Source: an optimization exercise on an open RTL-to-GDS flow (aim: small area). Production flows keep margins and buffers that such runs may drop. Only simulation tests tie the RTL to the original design; equivalence was not proved.

build 43:
// rx_beamformer
module rx_beamformer (
    input         clk,
    input         rst,
    input         adc_valid,
    input  [11:0] adc_ch1,
    input  [11:0] adc_ch2,
    input  [11:0] adc_ch3,
    input  [11:0] adc_ch4,
    input  [11:0] adc_ch5,
    input  [11:0] adc_ch6,
    input  [11:0] adc_ch7,
    input  [11:0] adc_ch8,
    input  [7:0]  beam_no,
    input  [1:0]  decim_factor,
    input  [7:0]  focal_point,
    output [15:0] bf_data,
    output        bf_valid
);
    reg [95:0] in_reg;
    always @(posedge clk) begin
        in_reg <= {adc_ch8, adc_ch7, adc_ch6, adc_ch5,
                   adc_ch4, adc_ch3, adc_ch2, adc_ch1};
    end
    reg rfirst;
    always @(posedge clk or posedge rst) begin
        if (rst) rfirst <= 1'b1;
        else     rfirst <= 1'b0;
    end
    reg       rot_hit;
    reg [2:0] rot;
    always @(*) begin
        rot_hit = 1'b0;
        rot     = 3'd0;
        if (beam_no >= 8'h01 && beam_no <= 8'h81 && beam_no[2:0] == 3'd1) begin
            rot_hit = 1'b1; rot = 3'd0;
        end else if (beam_no >= 8'h02 && beam_no <= 8'h72 && beam_no[2:0] == 3'd2) begin
            rot_hit = 1'b1; rot = 3'd1;
        end else if (beam_no >= 8'h03 && beam_no <= 8'h73 && beam_no[2:0] == 3'd3) begin
            rot_hit = 1'b1; rot = 3'd2;
        end else if (beam_no >= 8'h04 && beam_no <= 8'h74 && beam_no[2:0] == 3'd4) begin
            rot_hit = 1'b1; rot = 3'd3;
        end else if (beam_no >= 8'h05 && beam_no <= 8'h75 && beam_no[2:0] == 3'd5) begin
            rot_hit = 1'b1; rot = 3'd4;
        end else if (beam_no >= 8'h06 && beam_no <= 8'h76 && beam_no[2:0] == 3'd6) begin
            rot_hit = 1'b1; rot = 3'd5;
        end else if (beam_no >= 8'h07 && beam_no <= 8'h77 && beam_no[2:0] == 3'd7) begin
            rot_hit = 1'b1; rot = 3'd6;
        end else if (beam_no >= 8'h08 && beam_no <= 8'h78 && beam_no[2:0] == 3'd0) begin
            rot_hit = 1'b1; rot = 3'd7;
        end
    end
    wire [95:0] rt1, rt2;
    wire [95:0] in_r1 = {in_reg[83:0], in_reg[95:84]};
    wire [95:0] rt1_r2 = {rt1[71:0], rt1[95:72]};
    genvar gc;
    generate
        for (gc = 0; gc < 8; gc = gc + 1) begin : rsel
            wire s0n, s1n;
  ...
Size: roughly 3000 cells after synthesis, about 530 flip-flops, roughly 39000 sq um of cells after synthesis.
Settings: LEC_CHECK=0, CAP_MARGIN=20, CORE_MARGIN=2, CORE_UTILIZATION=40, CTS_CLUSTER_DIAMETER=80, CTS_CLUSTER_SIZE=20, PLACE_DENSITY=0.6, SLEW_MARGIN=20, SYNTH_HIERARCHICAL=1, SYNTH_MINIMUM_KEEP_SIZE=0; clock period 10.0 ns.
run.sh (not shown) runs the stock make flow with config.mk's settings and CLKGATE_MAP_FILE= SYNTH_SCRIPT=/design/flow/synth_recipe.tcl, a recipe that flattens the netlist after the stock synthesis.
Inputs modified between build 43 and build 54:
Settings: CTS_CLUSTER_DIAMETER: 80 -> unset; SETUP_SLACK_MARGIN: unset -> 0.15; CAP_MARGIN: 20 -> 0; CTS_CLUSTER_SIZE: 20 -> unset; SLEW_MARGIN: 20 -> 0.
==> flow/flow/run.sh (new file) <==
#!/bin/bash
# The standard layout (standard.sh, ORFS from synthesis to the final layout),
# with these changes in how it is made:
#  - the port buffers are the smallest buffer, buf_1;
#  - clock tree synthesis inserts no dummy loads and clusters up to 20
#    flip-flops per leaf buffer;
#  - timing-driven global placement does not keep the buffers of its
#    trial repairs (the later repair steps still fix every violation);
#  - after global routing, gates off the critical paths are downsized
#    (ORFS's RECOVER_POWER step).
# make's full output goes to flow_make.log; ORFS keeps each tool's log under
# orfs/logs/.
set -euo pipefail
bash standard.sh \
  "BUFFER_PORTS_ARGS=-buffer_cell sky130_fd_sc_hd__buf_1" \
  "CTS_ARGS=-sink_clustering_enable -repair_clock_nets -dont_use_dummy_load -sink_clustering_size 20 -sink_clustering_max_diameter 80" \
  "RECOVER_POWER=100" \
  "GPL_KEEP_OVERFLOW=0" \
  finish > flow_make.log 2>&1
==> flow/standard.sh (new file) <==
#!/bin/bash
# synth_recipe.tcl (not shown) runs the flow's synth.tcl, then flattens the netlist and writes it again
# the make line also repeats each setting of config.mk as NAME=value (left out here)
make -C /OpenROAD-flow-scripts/flow DESIGN_CONFIG=/design/flow/config.mk WORK_HOME=/design/flow/orfs CLKGATE_MAP_FILE= SYNTH_SCRIPT=/design/flow/synth_recipe.tcl "${@:-finish}"
removed: flow/run.sh
==> comparison <==
No crash in build 54: every stage finished, but the layout fails its final checks due to max-capacitance violations, max-slew violations. Looking at first-iteration DRC count, build 54 sits about 1.5% above build 43. Looking at slowest stage cell on the critical path, the clkdlybuf4s50_1 result is from build 43; the nand3_1 one comes from build 54. Summary of build 54 over build 43: post-detailed-route wirelength per cell fell by 0.77%; total of cells resized after clock tree synthesis climbed 3; number of cells traversed by the worst hold path now sits at about the same level.
For build 52, these inputs were changed with respect to build 54:
Settings: swapping 0 for 20 in SLEW_MARGIN; swapping 0 for 20 in CAP_MARGIN; clearing SETUP_SLACK_MARGIN, which used to be 0.15; putting CTS_CLUSTER_SIZE at 30 where nothing was set; putting CTS_CLUSTER_DIAMETER at 120 where nothing was set.
==> flow/run.sh (new file) <==
#!/bin/bash
# synth_recipe.tcl (not shown) runs the flow's synth.tcl, then flattens the netlist and writes it again
# the make line also repeats each setting of config.mk as NAME=value (left out here)
make -C /OpenROAD-flow-scripts/flow DESIGN_CONFIG=/design/flow/config.mk WORK_HOME=/design/flow/orfs CLKGATE_MAP_FILE= SYNTH_SCRIPT=/design/flow/synth_recipe.tcl finish
removed: flow/flow/run.sh
removed: flow/standard.sh
### Flow results
Across build 54 and build 52, a clean result was obtained everywhere but in build 54. Every stage of build 54 finished as expected; the final checks, on the other hand, flagged max-capacitance violations, max-slew violations, which means the layout fails. On build 52: global-route wire length before repair is 8700 um higher than what build 54 gave. Post-detailed-routing wire length: build 52 worse than build 54. Build 52 gives more weighted congestion reported at the end of routability-driven placement than build 54 did. The sum of met3 wire segment lengths after detailed routing in build 52 sits 0.37% above the value recorded for build 54. The higher critical path buffer and inverter count of build 54 and build 52 is in build 52. Where fmax is concerned, build 54 is outperformed by build 52. Taking build 52 over build 54, the non-clock buffer total of the final layout ratio works out to 1.8.

==> what the ideal ports hide <==
Ports are ideal in the flow. The routed layouts listed here were re-timed in OpenROAD. Step 1 (the two cells are an assumption about what drives the block):
set clk [get_ports {clk}]
set_driving_cell -lib_cell sky130_fd_sc_hd__clkbuf_16 $clk
set_driving_cell -lib_cell sky130_fd_sc_hd__buf_2 [delete_from_list [all_inputs] $clk]
Step 2 times the ports against the registers' clock, not the clock port: input delays grow and output delays shrink by t, the midpoint of the rising clock arrivals with the driver on. Three values: ideal ports, drivers, drivers and shift; two values: the first two.
| run | t (ns) | slack for setup (ns) | latest minus earliest clock arrival (ns) | worst register clock-pin slew, ns | pins driven straight from the clock port |
|---|---|---|---|---|---|
| build 43 | 0.695 | 0.905 / 0.942 / 0.266 | 0.053 / 0.053 | 0.08 / 0.08 | 1 |
| build 54 | 0.659 | 0.242 / 0.242 / -0.001 | 0.111 / 0.111 | 0.08 / 0.08 | 1 |
| build 52 | 0.687 | 0.889 / 0.889 / 0.255 | 0.102 / 0.102 | 0.12 / 0.12 | 1 |
For build 43, which loses most, drivers alone change the setup slack by +0.037 ns; drivers and shift together by -0.639 ns.
